Background: an optimization exercise with open tools, aiming at a short achievable clock period, few clock cycles per item and low power. Do not read the settings as production practice. At most, simulation tests tie the RTL to the original design; equivalence was not proved.

==> run P: inputs <==
Design PID_controller, start of the top module:
module PID_controller #(
    parameter W = 16,
    parameter signed MAX_VAL = 32767,
    parameter signed MIN_VAL = -32768
)(
    input logic clk,
    input logic reset_n,
    input  logic signed [W-1:0] s_axi_tdata,
    input  logic s_axi_tvalid,
    output logic s_axi_tready,
    input  logic signed [W-1:0] Kp, Ki, Kd,
    input  logic signed [W-1:0] setpoint,
    output logic [W-1:0] m_axi_tdata,
    output logic m_axi_tvalid,
    input  logic m_axi_tready
);
clock: 7.5 ns
lec_check: 0
abc_clock_period_in_ps: 3000
cap_margin: 20
core_margin: 2
core_utilization: 40
cts_buf_list: sky130_fd_sc_hd__clkbuf_4 sky130_fd_sc_hd__clkbuf_8
setup_slack_margin: 4.5
slew_margin: 20
synth_hierarchical: 1
synth_minimum_keep_size: 0
run.sh (not shown) runs the stock make flow with config.mk's settings and CLKGATE_MAP_FILE= SYNTH_SCRIPT=/design/flow/synth_recipe.tcl, a recipe that flattens the netlist after the stock synthesis.
==> inputs of run K, as changes to run P <==
- ABC_CLOCK_PERIOD_IN_PS: 3000 -> unset
- CTS_BUF_LIST: sky130_fd_sc_hd__clkbuf_4 sky130_fd_sc_hd__clkbuf_8 -> unset
- SETUP_SLACK_MARGIN: 4.5 -> unset
==> inputs of run B, as changes to run P <==
--- a/flow/design.v
+++ b/flow/design.v
@@ -12,31 +12,31 @@
     input  logic signed [W-1:0] Kp, Ki, Kd,
     input  logic signed [W-1:0] setpoint,
     output logic [W-1:0] m_axi_tdata,
     output logic m_axi_tvalid,
     input  logic m_axi_tready
 );
-  logic vA, vB, vC, vo, vs;
+  logic vA, vB, vC, vo, vs, rdy;
   logic [15:0] skid;
   wire adv = ~vs;
   wire take = s_axi_tvalid & adv;
-  assign s_axi_tready = adv;
+  assign s_axi_tready = rdy;       
   logic [16:0] e1, e0, df;
   logic [7:0] kp_neg, kp_one, kp_two, ki_neg, ki_one, ki_two, kd_neg, kd_one, kd_two;
+  wire [16:0] e_new = {setpoint[15], setpoint} - {s_axi_tdata[15], s_axi_tdata};
   function automatic [23:0] booth_enc(input logic [15:0] k);
     logic [16:0] kk;
     logic [7:0] ng, on, tw;
     kk = {k, 1'b0};
     for (int j = 0; j < 8; j++) begin
       ng[j] = kk[2*j+2];
       on[j] = kk[2*j+1] ^ kk[2*j];
       tw[j] = (kk[2*j+2] & ~kk[2*j+1] & ~kk[2*j]) | (~kk[2*j+2] & kk[2*j+1] & kk[2*j]);
     end
     booth_enc = {ng, on, tw};
   endfunction
-  wire [16:0] e_new = {setpoint[15], setpoint} - {s_axi_tdata[15], s_axi_tdata};
   always_ff @(posedge clk or negedge reset_n) begin
     if (!reset_n) begin
       e1 <= '0;
       e0 <= '0;
       vA <= 1'b0;
     end else begin
@@ -1305,13 +1305,13 @@
     end
   end
   always_ff @(posedge clk or negedge reset_n) begin
     if (!reset_n) vB <= 1'b0;
     else if (adv) vB <= vA;
   end
-  logic [33:0] pdx, pdy, pd, ib;
+  logic [33:0] pdx_d, pdy_d, pd, ib;
   wire hs100001, hc100002;
   pid_ha u_hs100001 (.a(pS[0]), .b(pC[0]), .s(hs100001), .co(hc100002));
   wire hs100003, hc100004;
   pid_ha u_hs100003 (.a(pS[2]), .b(pC[2]), .s(hs100003), .co(hc100004));
   wire fs100005, fc100006;
   pid_fa u_fs100005 (.a(pS[3]), .b(pC[3]), .c(dS[3]), .s(fs100005), .co(fc100006));
@@ -1438,60 +1438,67 @@
   wire fs100127, fc100128;
   pid_fa u_fs100127 (.a(fc100060), .b(fs100061), .c(dC[31]), .s(fs100127), .co(fc100128));
   wire fs100129, fc100130;
   pid_fa u_fs100129 (.a(fc100062), .b(fs100063), .c(dC[32]), .s(fs100129), .co(fc100130));
   wire fs100131, fc100132;
   pid_fa u_fs100131 (.a(fc100064), .b(pS[33]), .c(dS[33]), .s(fs100131), .co(fc100132));
-  assign pdx = {fc100130, fc100128, fc100126, fc100124, fc100122, fc100120, fc100118, fc100116, fc100114, fc100112, fc100110, fc100108, fc100106, fc100104, fc100102, fc100100, fc100098, fc100096, fc100094, fc100092, fc100090, fc100088, fc100086, fc100084, fc100082, fc100080, fc100078, fc100076, fc100074, fc100072, fc100070, fc100068, hc100066, hs100065};
-  assign pdy = {fs100131, fs100129, fs100127, fs100125, fs100123, fs100121, fs100119, fs100117, fs100115, fs100113, fs100111, fs100109, fs100107, fs100105, fs100103, fs100101, fs100099, fs100097, fs100095, fs100093, fs100091, fs100089, fs100087, fs100085, fs100083, fs100081, fs100079, fs100077, fs100075, fs100073, fs100071, fs100069, fs100067, dC[0]};
+  assign pdx_d = {fc100130, fc100128, fc100126, fc100124, fc100122, fc100120, fc100118, fc100116, fc100114, fc100112, fc100110, fc100108, fc100106, fc100104, fc100102, fc100100, fc100098, fc100096, fc100094, fc100092, fc100090, fc100088, fc100086, fc100084, fc100082, fc100080, fc100078, fc100076, fc100074, fc100072, fc100070, fc100068, hc100066, hs100065};
+  assign pdy_d = {fs100131, fs100129, fs100127, fs100125, fs100123, fs100121, fs100119, fs100117, fs100115, fs100113, fs100111, fs100109, fs100107, fs100105, fs100103, fs100101, fs100099, fs100097, fs100095, fs100093, fs100091, fs100089, fs100087, fs100085, fs100083, fs100081, fs100079, fs100077, fs100075, fs100073, fs100071, fs100069, fs100067, dC[0]};
   always_ff @(posedge clk) begin
     if (adv) begin
-      pd <= pdx + pdy;
+      pd <= pdx_d + pdy_d;
       ib <= iS + iC;
     end
   end
   always_ff @(posedge clk or negedge reset_n) begin
     if (!reset_n) vC <= 1'b0;
     else if (adv) vC <= vB;
   end
-  logic [33:0] accq;
-  wire [33:0] acc = accq ^ 34'h7fff;
-  wire [33:0] ux = acc;
+  logic [33:0] acc;
+  wire [33:0] ux = acc;      
   wire [33:0] uy = pd;
   wire [16:0] lo_sum = {1'b0, ux[15:0]} + {1'b0, uy[15:0]};
-  wire c16 = lo_sum[16];
-  wire [33:16] hx = ux[33:16] ^ uy[33:16];
-  wire [33:16] ho = ux[33:16] | uy[33:16];
-  wire zhi = (&(hx[33:17] ~^ ho[32:16])) & (hx[16] ~^ c16);       
-  wire [15:0] lx = ux[15:0] ^ uy[15:0];
-  wire [15:0] la = ux[15:0] & uy[15:0];
-  wire ones = &((~lx[15:1]) ~^ la[14:0]);                            
-  wire not_sat = zhi & ~ones;
-  wire [15:0] s_lo = ux[15:0] + uy[15:0] + 16'h8001;                
-  wire [33:0] s_full = ux + uy + 34'h3FFFF8001;                     
-  wire s_neg = s_full[33];
-  wire [15:0] out_new = not_sat ? s_lo : (s_neg ? 16'h8000 : 16'h7fff);
+  wire [15:0] s_lo = lo_sum[15:0];                                    
+  wire [15:0] lo15 = {1'b0, ux[14:0]} + {1'b0, uy[14:0]};
+  wire c15 = lo15[15];                                                
+  wire [33:0] hx = ux ^ uy;
+  wire [33:0] ho = ux | uy;
+  wire [33:0] ha = ux & uy;
+  wire hi_zero_r = &(hx[33:16] ~^ ho[32:15]);        
+  wire hi_ones_r = &(hx[33:16] ^ ha[32:15]);         
+  wire z0 = hi_zero_r & ~hx[15], z1 = hi_zero_r & hx[15];             
+  wire o0 = hi_ones_r & hx[15],  o1 = hi_ones_r & ~hx[15];            
+  wire s_lo_zero = ~hx[0] & (&(hx[14:1] ~^ ho[13:0]));                
+  wire s_lo_ones = hx[0] & (&(hx[14:1] ^ ha[13:0]));                  
+  wire ns0 = (z0 & ~s_lo_ones) | (o0 & ~s_lo_zero);
+  wire ns1 = (z1 & ~s_lo_ones) | (o1 & ~s_lo_zero);
+  wire not_sat = c15 ? ns1 : ns0;
+  wire in_range = c15 ? (z1 | o1) : (z0 | o0);
+  wire [18:0] hi_sum = {1'b0, ux[32:15]} + {1'b0, uy[32:15]};
+  wire c33 = hi_sum[18] | ((&hx[32:15]) & c15);
+  wire s_neg = hx[33] ^ c33;
+  wire [15:0] out_new = in_range ? s_lo : (s_neg ? 16'h8000 : 16'h7fff);
   wire [33:0] acc_inc = acc + ib;
   wire fire = adv & vC;
   always_ff @(posedge clk or negedge reset_n) begin
-    if (!reset_n) accq <= '0;
-    else if (fire & not_sat) accq <= acc_inc ^ 34'h7fff;
+    if (!reset_n) acc <= '0;
+    else if (fire & not_sat) acc <= acc_inc;
   end
   wire pop = vo & m_axi_tready;
+  wire vs_next = vo & ~pop & (vs | fire);
   always_ff @(posedge clk or negedge reset_n) begin
     if (!reset_n) begin
       vo <= 1'b0;
       vs <= 1'b0;
+      rdy <= 1'b1;
     end else begin
-      if (vs) begin
-        if (pop) vs <= 1'b0;
-      end else if (fire) begin
-        if (!pop && vo) vs <= 1'b1;
-        vo <= 1'b1;
-      end else if (pop) begin
-        vo <= 1'b0;
+      vs <= vs_next;
+      rdy <= ~vs_next;
+      if (!vs) begin
+        if (fire) vo <= 1'b1;
+        else if (pop) vo <= 1'b0;
       end
     end
   end
   always_ff @(posedge clk) begin
     if (vs) begin
       if (pop) m_axi_tdata <= skid;
- ABC_CLOCK_PERIOD_IN_PS: 3000 -> unset
- CORE_UTILIZATION: 40 -> 55
- CTS_BUF_LIST: sky130_fd_sc_hd__clkbuf_4 sky130_fd_sc_hd__clkbuf_8 -> unset
- CTS_CLUSTER_DIAMETER: unset -> 70
- CTS_CLUSTER_SIZE: unset -> 25
- PLACE_DENSITY: unset -> 0.75
- SETUP_SLACK_MARGIN: 4.5 -> 4.0
==> run notes <==
- Run B went through all stages and came out clean. Run K finished with timing, DRC and antenna clean. Run P completed without violations.
- Via count: run K < run B < run P.
- Between run B and run P, the lower flip-flop and latch count is in run P (gap 1).
- Against run B, the cell area of run K is lower by 3.7%.
- Wire length: run K is smaller than run P (about 14%).
- The lowest first-iteration DRC count belongs to run K, the highest to run B.
- The highest worst hold slack belongs to run B, the lowest to run K.
- Final cell count: run B < run K < run P.
==> figures <==
|  | run B | run P | run K |
|---|---|---|---|
| Bufs and invs on worst path | 2 | 0 | 0 |
| Multi-input logic area | 0.0262 mm2 | 0.0280 mm2 | 0.0245 mm2 |
| Run status | no timing/DRC/antenna violations | no timing/DRC/antenna violations | no timing/DRC/antenna violations |
| WP data arrival | 4190 ps | 4300 ps | 4590 ps |
| Sink of the worst hold path | e0[6] | e0[10] | vA |
| Nonclk buf count | 234 | 503 | 147 |
| Share of async-settable or async-resettable flops after synthesis | 0.162 | 0.160 | 0.160 |
| Critical Path Source | pC[12] | pS[13] | pS[4] |
| Non-filler cells in the finished layout | 4607 | 5170 | 4754 |
| Placed Cells | 4446 | 4669 | 4654 |
| Global-route usage over all layers | 0.265 | 0.229 | 0.200 |
| RR Startpoint | pC[12] | pS[13] | pS[4] |
| Worst hold start | e0[6] | e0[10] | vA |
| Routed via count divided by cell count | 6.15 | 5.56 | 5.53 |
| Vias | 28329 | 28729 | 26272 |
| Time the worst path needs with I/O delays and setup | 3850 ps | 3850 ps | 4200 ps |
| Slowest cell on crit path | sky130_fd_sc_hd__fa_1 | sky130_fd_sc_hd__fa_2 | sky130_fd_sc_hd__fa_1 |
No run of this note included a check of the RTL's function; only the layout flow was run.

* * *

==> v14 <==
PID_controller, a different RTL version from the one above (not shown whole).
## PID_controller
module PID_controller #(
    parameter W = 16,
    parameter signed MAX_VAL = 32767,
    parameter signed MIN_VAL = -32768
)(
    input logic clk,
    input logic reset_n,
    input  logic signed [W-1:0] s_axi_tdata,
    input  logic s_axi_tvalid,
    output logic s_axi_tready,
    input  logic signed [W-1:0] Kp, Ki, Kd,
    input  logic signed [W-1:0] setpoint,
    output logic [W-1:0] m_axi_tdata,
    output logic m_axi_tvalid,
    input  logic m_axi_tready
);
==> flow/config.mk <==
export PLATFORM = sky130hd
export DESIGN_NAME = PID_controller
export DESIGN_NICKNAME = PID_controller
export VERILOG_FILES = /design/flow/design.v
export SDC_FILE = /design/flow/constraint.sdc
export NUM_CORES = 4
export LEC_CHECK = 0
export CAP_MARGIN = 20
export CORE_MARGIN = 2
export CORE_UTILIZATION = 40
export SETUP_SLACK_MARGIN = 3.7
export SLEW_MARGIN = 20
export SYNTH_HIERARCHICAL = 1
export SYNTH_MINIMUM_KEEP_SIZE = 0
==> flow/constraint.sdc <==
create_clock -name core_clock -period 7.5 [get_ports {clk}]
set_input_delay 1.5000 -clock core_clock [delete_from_list [all_inputs] [get_ports {clk}]]
set_output_delay 1.5000 -clock core_clock [all_outputs]
set_load 0.01 [all_outputs]
==> v4: changes against v14 <==
--- a/flow/design.v
+++ b/flow/design.v
@@ -1619,17 +1619,17 @@
   wire [15:0] out_new = in_range ? s_lo : (s_neg ? 16'h8000 : 16'h7fff);
   wire [33:0] acc_inc = ix + iy;
   wire fire = adv & vC;
   always_ff @(posedge clk or negedge reset_n) begin
     if (!reset_n) acc <= '0;
     else if (fire & not_sat) acc <= acc_inc;
   end
   wire pop = vo & m_axi_tready;
-  wire vs_next = vs ? ~pop : (fire & vo & ~pop);
+  wire vs_next = vo & ~pop & (vs | fire);
   always_ff @(posedge clk or negedge reset_n) begin
     if (!reset_n) begin
       vo <= 1'b0;
       vs <= 1'b0;
       rdy <= 1'b1;
     end else begin
       vs <= vs_next;
       rdy <= ~vs_next;
==> summary.txt <==
Status
  – Status: no timing/DRC/antenna violations

Global route
  – Number of global-route vias before repair: approximately 25000
  – First-pass GRT wire length: approximately 150 mm
  – Met1 usage: 0.271

Finish
  – Finished Layout Cells: about 4400
  – Multi-input combinational area share: 0.558
  – Register area: ~0.013 mm2

STA
  – Worst-Margin Slew: ~1.1 ns

Placement
  – GP Congestion: 0.916
  – Cell Count Post-Placement: 4283

Floorplan
  – Chip height: 313 um

Critical path
  – Buf/Inv on CP: 5
  – RR Startpoint: pdx[1]

Logic synthesis
  – Post-synthesis compound-gate area fraction: 0.119
  – Post-Synth Adder-Cell Area: 0.310
(the above is from v4)
==> summary.txt <==
Critical path
  – RR Startpoint: acc[17]

Global route
  – Met2 usage: 0.331
  – Met1 usage: 0.280
  – First-pass GRT wire length: 152 mm
  – Number of global-route vias before repair: between 20000 and 30000

Placement
  – GP Congestion: approximately 0.85
  – Cell Count Post-Placement: 4353

Logic synthesis
  – Post-synthesis compound-gate area fraction: 0.124

Finish
  – Multi-input combinational area share: 0.558
  – Register area: about 0.013 mm2

Status
  – Status: no timing/DRC/antenna violations

Floorplan
  – Chip height: around 310 um

STA
  – Worst-Margin Slew: around 0.9 ns
(the above is from v14)
No run of this note included a check of the RTL's function; only the layout flow was run.

* * *

==> 08-22: inputs <==
Another version of the RTL of PID_controller (not shown whole).
make LEC_CHECK=0 CAP_MARGIN=20 CORE_MARGIN=2 CORE_UTILIZATION=55 CTS_CLUSTER_DIAMETER=70 CTS_CLUSTER_SIZE=25 PLACE_DENSITY=0.75 SETUP_SLACK_MARGIN=4.3 SLEW_MARGIN=20 SYNTH_HIERARCHICAL=1 SYNTH_MINIMUM_KEEP_SIZE=0 finish   # period 7.5 ns
==> 04-25: changes against 08-22 <==
- CTS_CLUSTER_SIZE: 25 -> 30
- SETUP_SLACK_MARGIN: 4.3 -> 4.0
==> flow_summary.json <==
{
  "post_cts_buffers": 6,
  "buffers": 149,
  "status": "finished clean",
  "antenna_found_initial": 0,
  "dp_hpwl_mm": 73.9
}
(the above is from 04-25)
==> flow_summary.json <==
{
  "status": "finished clean",
  "buffers": 277,
  "post_cts_buffers": 96,
  "dp_hpwl_mm": 76.2,
  "antenna_found_initial": 1,
  "cp_cell_sequence": "inv_4 > buf_6 > o22ai_4 > xnor2_2 > fa_2 > fa_2 > fa_2 > fa_1"
}
(the above is from 08-22)
Testbench counts of 08-22, summed over its fixed seeds: cycles 2,440, items 2,400.
Testbench counts of 04-25, summed over its fixed seeds: cycles 2,440, items 2,400.

==> static timing again, ports no longer ideal <==
The flow's constraints put no driver on any port. The routed layouts listed below were extracted and timed again, unchanged, in two steps.
Step 1 assumes that a clkbuf_16 drives the clock port and a buf_2 every other input.
Step 2 times the ports against the registers' clock, not the clock port: input delays grow and output delays shrink by t, the midpoint of the rising clock arrivals with the driver on.
Three values: ideal, step 1, step 2; two values: the first two.
run	t (ns)	slack for setup (ns)	worst register clock-pin slew, ns
run P	0.780	3.654 / 3.654 / 3.420	0.07 / 0.07
run K	0.702	3.297 / 3.297 / 2.801	0.07 / 0.07
run B	0.640	3.654 / 3.654 / 3.511	0.10 / 0.10
v14	0.690	3.599 / 3.599 / 3.335	0.06 / 0.06
v4	0.682	3.577 / 3.577 / 3.222	0.07 / 0.07
08-22	0.665	4.096 / 4.096 / 3.740	0.10 / 0.10
04-25	0.669	4.062 / 4.088 / 3.435	0.11 / 0.11
After both steps setup and hold are still met in every run listed. For 04-25, which loses most, drivers alone change the setup slack by +0.026 ns; drivers and shift together by -0.627 ns.
